Context: an optimization exercise on an open-source flow, tuned for small area. The choices shown serve that exercise and are no tape-out recipe. At most, simulation tests tie the RTL to the original design; equivalence was not proved. Power and IR drop assume default switching activity.

==> job 7984: inputs <==
==> flow/design.v (excerpt) <==
module Guitar_Villains(
    input logic clk,
    input logic n_rst,
    input logic [3:0]button,
    input logic chip_select,
    output logic [6:0]top_row,
    output logic [6:0]bottom_row,
    output logic red_disp,
    output logic green_disp,
    output logic [6:0]ss0,
    output logic [6:0]ss1
);
clock: 20.0 ns
lec_check: 0
abc_area: 1
cap_margin: 20
core_margin: 2
core_utilization: 60
cts_buf_list: sky130_fd_sc_hd__clkbuf_16
cts_cluster_diameter: 100
cts_cluster_size: 24
slew_margin: 20
standard.sh (not shown) runs the stock make flow with config.mk's settings and CLKGATE_MAP_FILE= SYNTH_SCRIPT=/design/flow/synth_recipe.tcl, a recipe that flattens the netlist after the stock synthesis.
==> flow/flow/run.sh <==
#!/bin/bash
# Own layout flow: the standard ORFS flow (standard.sh), with settings
# passed to ORFS's own scripts through the environment:
#  - half-adder cells are not used (Yosys's extract_fa then leaves half-adder
#    logic to ABC, which maps it with smaller gates); registers are unchanged;
#  - port buffers use the smallest buffer cell instead of clkdlybuf4s50_1;
#  - clock tree synthesis without dummy loads, clkbuf_16 leaf clusters of up
#    to 24 sinks.
# Each tool's full output stays in orfs/logs/; make's output goes to flow.log.
set -euo pipefail
export DONT_USE_CELLS="sky130_fd_sc_hd__ha_1 sky130_fd_sc_hd__ha_2 sky130_fd_sc_hd__ha_4"
export BUFFER_PORTS_ARGS="-buffer_cell sky130_fd_sc_hd__buf_1"
export CTS_ARGS="-sink_clustering_enable -repair_clock_nets -dont_use_dummy_load -buf_list sky130_fd_sc_hd__clkbuf_16 -sink_clustering_size 24 -sink_clustering_max_diameter 100"
bash standard.sh > flow.log 2>&1
==> inputs of job 3114, as changes to job 7984 <==
--- a/flow/design.v
+++ b/flow/design.v
@@ -338,60 +338,68 @@
   end
   logic [7:0] hs;
   logic [1:0] sm;
   always_ff @(posedge clk, negedge n_rst) begin
     if (!n_rst) begin
       hs <= 0; sm <= 0;
     end else begin
       if (m_fin && score > hs && !is_neg) hs <= score;
-      if (e0) sm <= {sm[0], ~sm[1]};    
+      if (e0) sm <= sm + 2'd1;
     end
   end
   logic [7:0] dv, pbcd;
   logic den;
   always_comb begin
     case (position)    
       5'd0: pbcd = 8'h07;  5'd1: pbcd = 8'h08;  5'd2: pbcd = 8'h09;  5'd3: pbcd = 8'h10;
       5'd4: pbcd = 8'h11;  5'd5: pbcd = 8'h12;  5'd6: pbcd = 8'h13;  5'd7: pbcd = 8'h14;
       5'd8: pbcd = 8'h15;  5'd9: pbcd = 8'h16;  5'd10: pbcd = 8'h17; 5'd11: pbcd = 8'h18;
       5'd12: pbcd = 8'h19; 5'd13: pbcd = 8'h20; 5'd14: pbcd = 8'h21; 5'd15: pbcd = 8'h22;
       5'd16: pbcd = 8'h23; 5'd17: pbcd = 8'h24; 5'd18: pbcd = 8'h25; 5'd19: pbcd = 8'h26;
       5'd20: pbcd = 8'h27; 5'd21: pbcd = 8'h28; 5'd22: pbcd = 8'h29; 5'd23: pbcd = 8'h30;
       5'd24: pbcd = 8'h31; 5'd25: pbcd = 8'h00; 5'd26: pbcd = 8'h01; 5'd27: pbcd = 8'h02;
       5'd28: pbcd = 8'h03; 5'd29: pbcd = 8'h04; 5'd30: pbcd = 8'h05; default: pbcd = 8'h06;
     endcase
   end
-  logic m_rp, show_x;
-  assign m_rp = m_run | m_pause;
-  assign show_x = ~chip_select & (m_rp | (m_edit & ~first));
   always_comb begin
     dv = score;
     den = flash_on;
     if (m_edit) begin
       dv = pbcd; den = 1'b1;
-    end else if (m_diff) begin
-      dv = {6'b0, level}; den = 1'b1;
     end else if (m_fin) begin
       case (sm)
         2'd1: begin dv = hs; den = 1'b1; end
-        2'd3: begin dv = hits8; den = 1'b1; end
-        2'd2: begin dv = misses8; den = 1'b1; end
+        2'd2: begin dv = hits8; den = 1'b1; end
+        2'd3: begin dv = misses8; den = 1'b1; end
         default: ;
       endcase
-    end else if (m_idle) den = 1'b0;
+    end
   end
-  logic [6:0] s0, s1;
-  assign s0 = seg7(dv[3:0]);
-  assign s1 = m_diff ? 7'b1011110 : seg7(dv[7:4]);
-  assign ss0 = (den & ~chip_select) ? s0 : 7'b0;
-  assign ss1 = (den & ~chip_select) ? s1 : 7'b0;
-  assign top_row = (~chip_select & m_idle) ? 7'h7f : show_x ? (m_edit ? x2 : x1) : 7'b0;
-  assign bottom_row = (~chip_select & m_idle) ? 7'h7f : show_x ? (m_edit ? x1 : x2) : 7'b0;
   always_comb begin
-    green_disp = 1'b0; red_disp = 1'b0;
+    top_row = 7'b0; bottom_row = 7'b0; red_disp = 1'b0; green_disp = 1'b0;
+    ss0 = 7'b0; ss1 = 7'b0;
     if (!chip_select) begin
-      if (m_edit) begin green_disp = tg; red_disp = tr; end
-      else if (m_rp) begin green_disp = good1 | good2; red_disp = missed1 | missed2; end
-      else if (m_fin) begin green_disp = sm[0]; red_disp = sm[0] ^ sm[1]; end
+      case (mode)
+        IDLE: begin top_row = 7'h7f; bottom_row = 7'h7f; end
+        EDIT: begin
+          green_disp = tg; red_disp = tr;
+          if (!first) begin top_row = x2; bottom_row = x1; end
+          ss0 = seg7(dv[3:0]); ss1 = seg7(dv[7:4]);
+        end
+        DIFF: begin
+          ss0 = seg7({2'b0, level}); ss1 = 7'b1011110;
+        end
+        RUN, PAUSE: begin
+          green_disp = good1 | good2; red_disp = missed1 | missed2;
+          top_row = x1; bottom_row = x2;
+          if (den) begin ss0 = seg7(dv[3:0]); ss1 = seg7(dv[7:4]); end
+        end
+        FINISH: begin
+          green_disp = (sm == 2'd1) | (sm == 2'd2);
+          red_disp = (sm == 2'd1) | (sm == 2'd3);
+          if (den) begin ss0 = seg7(dv[3:0]); ss1 = seg7(dv[7:4]); end
+        end
+        default: ;
+      endcase
     end
   end
 endmodule
==> flow/run.sh (new file) <==
#!/bin/bash
# synth_recipe.tcl (not shown) runs the flow's synth.tcl, then flattens the netlist and writes it again
# the make line also repeats each setting of config.mk as NAME=value (left out here)
make -C /OpenROAD-flow-scripts/flow DESIGN_CONFIG=/design/flow/config.mk WORK_HOME=/design/flow/orfs CLKGATE_MAP_FILE= SYNTH_SCRIPT=/design/flow/synth_recipe.tcl finish
removed: flow/flow/run.sh
removed: flow/standard.sh
==> inputs of job 8846, as changes to job 7984 <==
--- a/flow/design.v
+++ b/flow/design.v
@@ -1,30 +1,32 @@
 module gv_sync (
   input  logic clk, n_rst, in,
   output logic edge_o
 );
   logic s1, s2, s3;
   always_ff @(posedge clk, negedge n_rst)
-    if (!n_rst) {s1, s2, s3} <= 3'b0;
-    else        {s1, s2, s3} <= {in, s1, s2};
+    if (!n_rst) {s1, s2} <= 2'b0;
+    else        {s1, s2} <= {in, s1};
+  always_ff @(posedge clk) s3 <= s2;
   assign edge_o = s2 & ~s3;
 endmodule
 module gv_row (
   input  logic        clk, n_rst,
   input  logic        pushed,       
   input  logic        idle,
   input  logic        p37,          
   input  logic        set_win,      
-  input  logic        clr_win,      
+  input  logic        at11001,      
+  input  logic        at11002,      
   input  logic        cnt_le,       
   output logic [15:0] nh, nm,
   output logic        good, missed
 );
-  logic sc, win, hit, ne1, ne2, chk, g_end, m_end;
+  logic scx, sc, win, hit, chk, g_end, m_end;
   logic [13:0] fcg, fcm;
   logic [15:0] nh_inc, nm_inc;
   always_comb begin
     logic c;
     logic [3:0] d;
     d = nh[3:0];
     c = d[3] | (d[2] & d[1] & d[0]);            
     nh_inc[0] = ~d[0];
@@ -61,47 +63,46 @@
         nm_inc[4*k + 3] = r[3] ^ (ov & (r[2] | r[1]));
         c = ov;
       end else begin
         nm_inc[4*k +: 4] = r;
         c = c4;
       end
     end
   end
-  function automatic [13:0] step14n(input [13:0] a);
-    step14n = {a[12:0], a[13] ^ a[12]};
+  function automatic [13:0] step14(input [13:0] a);
+    step14 = {a[12:0], a[13] ^ a[12]};
   endfunction
-  assign chk = ~ne1 & ne2;
-  assign g_end = fcg == ~14'h184b;
-  assign m_end = fcm == ~14'h184b;
+  assign sc = scx & ~(at11001 | at11002);
+  assign chk = scx & at11002;
+  assign g_end = &fcg;
+  assign m_end = &fcm;
   always_ff @(posedge clk, negedge n_rst) begin
     if (!n_rst) begin
-      sc <= 0; hit <= 0; ne1 <= 0; ne2 <= 0;
+      scx <= 0; hit <= 0;
       nh <= 0; nm <= 0; good <= 0; missed <= 0;
     end else begin
-      if (p37 && set_win) sc <= 1'b1;
-      else if (clr_win)   sc <= 1'b0;
-      ne1 <= sc;
-      ne2 <= ne1;
+      if (p37 && set_win) scx <= 1'b1;
+      else if (at11002)   scx <= 1'b0;
       if (chk) hit <= 1'b0;
       else if (pushed && win) hit <= 1'b1;
       if (chk && hit) nh <= nh_inc;
       else if (idle)  nh <= 16'd0;
       if ((chk && !hit) || (pushed && !win)) nm <= nm_inc;
       else if (idle) nm <= 16'd0;
       if (sc && pushed) good <= 1'b1;
       else if (good && g_end) good <= 1'b0;
       if (!sc && pushed) missed <= 1'b1;
       else if (missed && m_end) missed <= 1'b0;
     end
   end
   always_ff @(posedge clk) begin
     win <= sc & cnt_le;
-    fcg <= (good && !g_end) ? step14n(fcg) : 14'h3fff;
-    fcm <= (missed && !m_end) ? step14n(fcm) : 14'h3fff;
+    fcg <= (good && !g_end) ? step14(fcg) : 14'h01aa;
+    fcm <= (missed && !m_end) ? step14(fcm) : 14'h01aa;
   end
 endmodule
 module gv_notes #(parameter logic [31:0] INIT = 32'h0) (
   input  logic       clk, n_rst,
   input  logic       load24, load31,
   input  logic       entry,      
   input  logic       b,          
   input  logic       scroll,     
@@ -244,28 +245,29 @@
     end else if (finish) mode <= FINISH;
   end
   always_ff @(posedge clk, negedge n_rst) begin
     if (!n_rst) level <= 2'd1;
     else if (m_diff && e1) level <= (level == 2'd1) ? 2'd2 : (level == 2'd2) ? 2'd3 : 2'd1;
   end
   localparam logic [16:0] C50000 = 17'h05de1, C40000 = 17'h13ec6, C30000 = 17'h06390;
   localparam logic [16:0] C39000 = 17'h0581d, C29000 = 17'h0f637, C19000 = 17'h10d19;
-  localparam logic [16:0] C11000 = 17'h1c182, C59999 = 17'h12d38, CLAST = 17'h10000;
+  localparam logic [16:0] C11001 = 17'h18304, C11002 = 17'h10608, C59999 = 17'h12d38, CLAST = 17'h10000;
   logic [16:0] cnt, cnt_step;
   logic hz, ge60k;
-  logic at_lim, set_win, clr_win;
+  logic at_lim, set_win, at11001, at11002;
   always_comb begin
     case (level)
       2'd2: begin at_lim = cnt == C40000; set_win = cnt == C29000; end
       2'd3: begin at_lim = cnt == C30000; set_win = cnt == C19000; end
       default: begin at_lim = cnt == C50000; set_win = cnt == C39000; end
     endcase
   end
-  assign clr_win = cnt == C11000;
+  assign at11001 = cnt == C11001;
+  assign at11002 = cnt == C11002;
   assign cnt_step = {cnt[15:0], ~(cnt[16] ^ cnt[13]) ^ (&cnt[15:0])};
   always_ff @(posedge clk, negedge n_rst) begin
     if (!n_rst) begin
       cnt <= 0; hz <= 0; ge60k <= 0;
     end else begin
       hz <= at_lim & m_run;
       cnt <= (at_lim & m_run) ? 17'd0 : cnt_step;
       ge60k <= (cnt == C59999) | (ge60k & (cnt != CLAST));
@@ -273,54 +275,57 @@
   end
   always_ff @(posedge clk, negedge n_rst) begin
     if (!n_rst) fp <= 0;
     else if (finish) fp <= 0;
     else if (hz) fp <= {fp[4:0], ~(fp[5] ^ fp[4])};
   end
   logic ts, tg, tr, first;
   logic [4:0] p1, p2, position;
+  logic entp;
   logic [6:0] x1, x2;
   logic p37_1, p37_2;
   logic done, scroll, load24;
   logic ent, ent1, ent2;
   assign scroll = m_run & hz;
   assign ent = m_edit & (e0 ^ e1);
   assign ent1 = ent & ~ts;
   assign ent2 = ent & ts;
   assign first = ~(tg | tr);
+  assign position = first ? 5'd24 : (tr ? p2 : p1) + {4'b0, entp};
   assign load24 = m_idle | m_fin;
   gv_notes #(.INIT(32'hcccccccc)) nt1 (.clk(clk), .n_rst(n_rst), .load24(load24), .load31(m_diff), .entry(ent1), .b(e1), .scroll(scroll),
     .done(done), .diff(m_diff), .p(p1), .x(x1), .p37(p37_1));
   gv_notes #(.INIT(32'haaaaaaaa)) nt2 (.clk(clk), .n_rst(n_rst), .load24(load24), .load31(m_diff), .entry(ent2), .b(e1), .scroll(scroll),
     .done(done), .diff(m_diff), .p(p2), .x(x2), .p37(p37_2));
   always_ff @(posedge clk) begin
     ts <= m_edit & (ts ^ e3r);
     tg <= m_edit & ~ts;
     tr <= m_edit & ts;
-    position <= m_edit ? (ts ? p2 : p1) : 5'd24;
+    entp <= ent;
     if (m_diff) done <= 1'b0;
     else if (scroll && p1 == 5'd0) done <= 1'b1;
   end
   logic [15:0] nh1, nm1, nh2, nm2;
   logic good1, good2, missed1, missed2;
   gv_row r1 (.clk(clk), .n_rst(n_rst), .pushed(m_run & e0), .idle(m_idle), .p37(p37_1),
-    .set_win(set_win), .clr_win(clr_win), .cnt_le(~ge60k), .nh(nh1), .nm(nm1), .good(good1), .missed(missed1));
+    .set_win(set_win), .at11001(at11001), .at11002(at11002), .cnt_le(~ge60k), .nh(nh1), .nm(nm1), .good(good1), .missed(missed1));
   gv_row r2 (.clk(clk), .n_rst(n_rst), .pushed(m_run & e1), .idle(m_idle), .p37(p37_2),
-    .set_win(set_win), .clr_win(clr_win), .cnt_le(~ge60k), .nh(nh2), .nm(nm2), .good(good2), .missed(missed2));
+    .set_win(set_win), .at11001(at11001), .at11002(at11002), .cnt_le(~ge60k), .nh(nh2), .nm(nm2), .good(good2), .missed(missed2));
   logic [15:0] th, tm, tsc, tm9;
-  logic [7:0] hits8, misses8, score, dneg;
+  logic [7:0] score, dneg;
   logic is_neg, flash_on, fl;
   logic [16:0] fc;
   assign th = badd(nh1, nh2, 1'b0, 1'b0);
   assign tm = badd(nm1, nm2, 1'b0, 1'b1);
   assign tm9 = {comp9(tm[15:12]), comp9(tm[11:8]), comp9(tm[7:4]), comp9(tm[3:0])};
   assign tsc = badd(th, tm9, 1'b1, 1'b0);
-  assign hits8 = (th[15:8] != 8'h00) ? 8'h99 : th[7:0];
-  assign misses8 = ((tm[15:8] != 8'h00) || (tm[7:4] > 4'd9) || (tm[7:4] == 4'd9 && tm[3:0] > 4'd9)) ? 8'h99 : tm[7:0];
+  logic sat_h, sat_m;
+  assign sat_h = th[15:8] != 8'h00;
+  assign sat_m = (tm[15:8] != 8'h00) || (tm[7:4] > 4'd9) || (tm[7:4] == 4'd9 && tm[3:0] > 4'd9);
   logic z0;
   assign z0 = tsc[3:0] == 4'd0;
   assign dneg[3:0] = z0 ? 4'd0 : 4'd10 - tsc[3:0];
   assign dneg[7:4] = 4'd9 - tsc[7:4] + {3'b0, z0};
   assign is_neg = tsc[15] | (tsc[14] & (tsc[13] | tsc[12]));
   assign flash_on = ~is_neg | ~fl;
   always_comb begin
     if (tsc[15:8] == 8'h00) score = tsc[7:0];
@@ -358,32 +363,36 @@
       5'd20: pbcd = 8'h27; 5'd21: pbcd = 8'h28; 5'd22: pbcd = 8'h29; 5'd23: pbcd = 8'h30;
       5'd24: pbcd = 8'h31; 5'd25: pbcd = 8'h00; 5'd26: pbcd = 8'h01; 5'd27: pbcd = 8'h02;
       5'd28: pbcd = 8'h03; 5'd29: pbcd = 8'h04; 5'd30: pbcd = 8'h05; default: pbcd = 8'h06;
     endcase
   end
   logic m_rp, show_x;
   assign m_rp = m_run | m_pause;
   assign show_x = ~chip_select & (m_rp | (m_edit & ~first));
+  logic [7:0] dvr;
+  logic sat;
   always_comb begin
-    dv = score;
+    dvr = score;
     den = flash_on;
+    sat = 1'b0;
     if (m_edit) begin
-      dv = pbcd; den = 1'b1;
+      dvr = pbcd; den = 1'b1;
     end else if (m_diff) begin
-      dv = {6'b0, level}; den = 1'b1;
+      dvr = {6'b0, level}; den = 1'b1;
     end else if (m_fin) begin
       case (sm)
-        2'd1: begin dv = hs; den = 1'b1; end
-        2'd3: begin dv = hits8; den = 1'b1; end
-        2'd2: begin dv = misses8; den = 1'b1; end
+        2'd1: begin dvr = hs; den = 1'b1; end
+        2'd3: begin dvr = th[7:0]; sat = sat_h; den = 1'b1; end
+        2'd2: begin dvr = tm[7:0]; sat = sat_m; den = 1'b1; end
         default: ;
       endcase
     end else if (m_idle) den = 1'b0;
   end
+  assign dv = sat ? 8'h99 : dvr;
   logic [6:0] s0, s1;
   assign s0 = seg7(dv[3:0]);
   assign s1 = m_diff ? 7'b1011110 : seg7(dv[7:4]);
   assign ss0 = (den & ~chip_select) ? s0 : 7'b0;
   assign ss1 = (den & ~chip_select) ? s1 : 7'b0;
   assign top_row = (~chip_select & m_idle) ? 7'h7f : show_x ? (m_edit ? x2 : x1) : 7'b0;
   assign bottom_row = (~chip_select & m_idle) ? 7'h7f : show_x ? (m_edit ? x1 : x2) : 7'b0;
   always_comb begin
==> flow/flow/run.sh (replaced) <==
#!/bin/bash
# Own layout flow: the standard ORFS flow (standard.sh) with these changes,
# all made through ORFS's own variables:
#  - synthesis maps the logic with an area-oriented ABC script (abc_area.script
#    here: five rounds of &b / &dch / &nf with relaxed delay and pin
#    permutation, no buffering or gate
#    upsizing); ORFS's scripts are used from a copy whose abc_area.script is
#    this one. Registers and every other synthesis step are unchanged;
#  - half-adder cells are added to the don't-use list, so Yosys's extract_fa
#    leaves XOR logic to ABC;
#  - port buffers use the smallest buffer cell instead of clkdlybuf4s50_1;
#  - clock tree synthesis without dummy loads, clkbuf_16 leaf clusters of up
#    to 24 sinks.
# Each tool's full output stays in orfs/logs/; make's output goes to flow.log.
set -euo pipefail
here=$(pwd)
platform_dont_use=$(sed -n '/^export DONT_USE_CELLS += /,/[^\\]$/p' \
  "$FLOW_HOME/platforms/sky130hd/config.mk" | tr -d '\\' | sed 's/export DONT_USE_CELLS += //' | tr -s ' \n' ' ')
rm -rf "$here/orfs_scripts"
cp -r "$FLOW_HOME/scripts" "$here/orfs_scripts"
cp "$here/flow/abc_area.script" "$here/orfs_scripts/abc_area.script"
export BUFFER_PORTS_ARGS="-buffer_cell sky130_fd_sc_hd__buf_1"
export CTS_ARGS="-sink_clustering_enable -repair_clock_nets -dont_use_dummy_load -buf_list sky130_fd_sc_hd__clkbuf_16 -sink_clustering_size 24 -sink_clustering_max_diameter 100"
bash standard.sh "SCRIPTS_DIR=$here/orfs_scripts" \
  "DONT_USE_CELLS=$platform_dont_use sky130_fd_sc_hd__ha_1 sky130_fd_sc_hd__ha_2 sky130_fd_sc_hd__ha_4" \
  finish > flow.log 2>&1
==> flow/flow/abc_area.script (new file) <==
strash
&get -n
&st
&b
&dch
&nf -R 1000 -p
&st
&b
&dch
&nf -R 1000 -p
&st
&b
&dch
&nf -R 1000 -p
&st
&b
&dch
&nf -R 1000 -p
&st
&b
&dch
&nf -R 1000 -p
&put
topo
stime -c
==> notes <==
Job 3114 completed without violations. Job 8846 ran to the end with no violations. Job 7984 finished with timing, DRC and antenna clean. Total power: job 7984 < job 8846 < job 3114. The highest sequential power belongs to job 8846, the lowest to job 7984. Of job 7984 and job 8846, job 7984 has the higher flip-flop and latch count (gap 9). The highest final cell count belongs to job 7984, the lowest to job 8846.
Only the layout flow was run in job 7984; the RTL was not checked for function there.

## afterwards: timing with drivers on the ports
Ports are ideal in the flow. The routed layouts listed here were re-timed in OpenROAD. Step 1 assumes that a clkbuf_16 drives the clock port and a buf_2 every other input. Step 2 adds t to the input delays and takes it off the output delays; t is the mean of the earliest and latest rising clock arrival at the registers after step 1. Input paths then give back, and output paths get back, about the clock's delay inside the block. Slacks: ideal / step 1 / step 2; pairs: ideal / step 1.
| run | t, ns | setup WS [ns] | worst hold slack (ns) | worst slew at a driven data input, ns | pins driven straight from the clock port |
|---|---|---|---|---|---|
| job 7984 | 0.552 | 1.239 / 1.184 / 1.736 | 0.357 / 0.357 / 0.357 | 0.03 | 1 |
| job 3114 | 0.566 | 1.016 / 0.962 / 1.527 | 0.360 / 0.360 / 0.360 | 0.06 | 1 |
| job 8846 | 0.547 | 1.271 / 1.223 / 1.770 | 0.352 / 0.352 / 0.352 | 0.04 | 1 |
After both steps setup and hold are still met in every run listed.
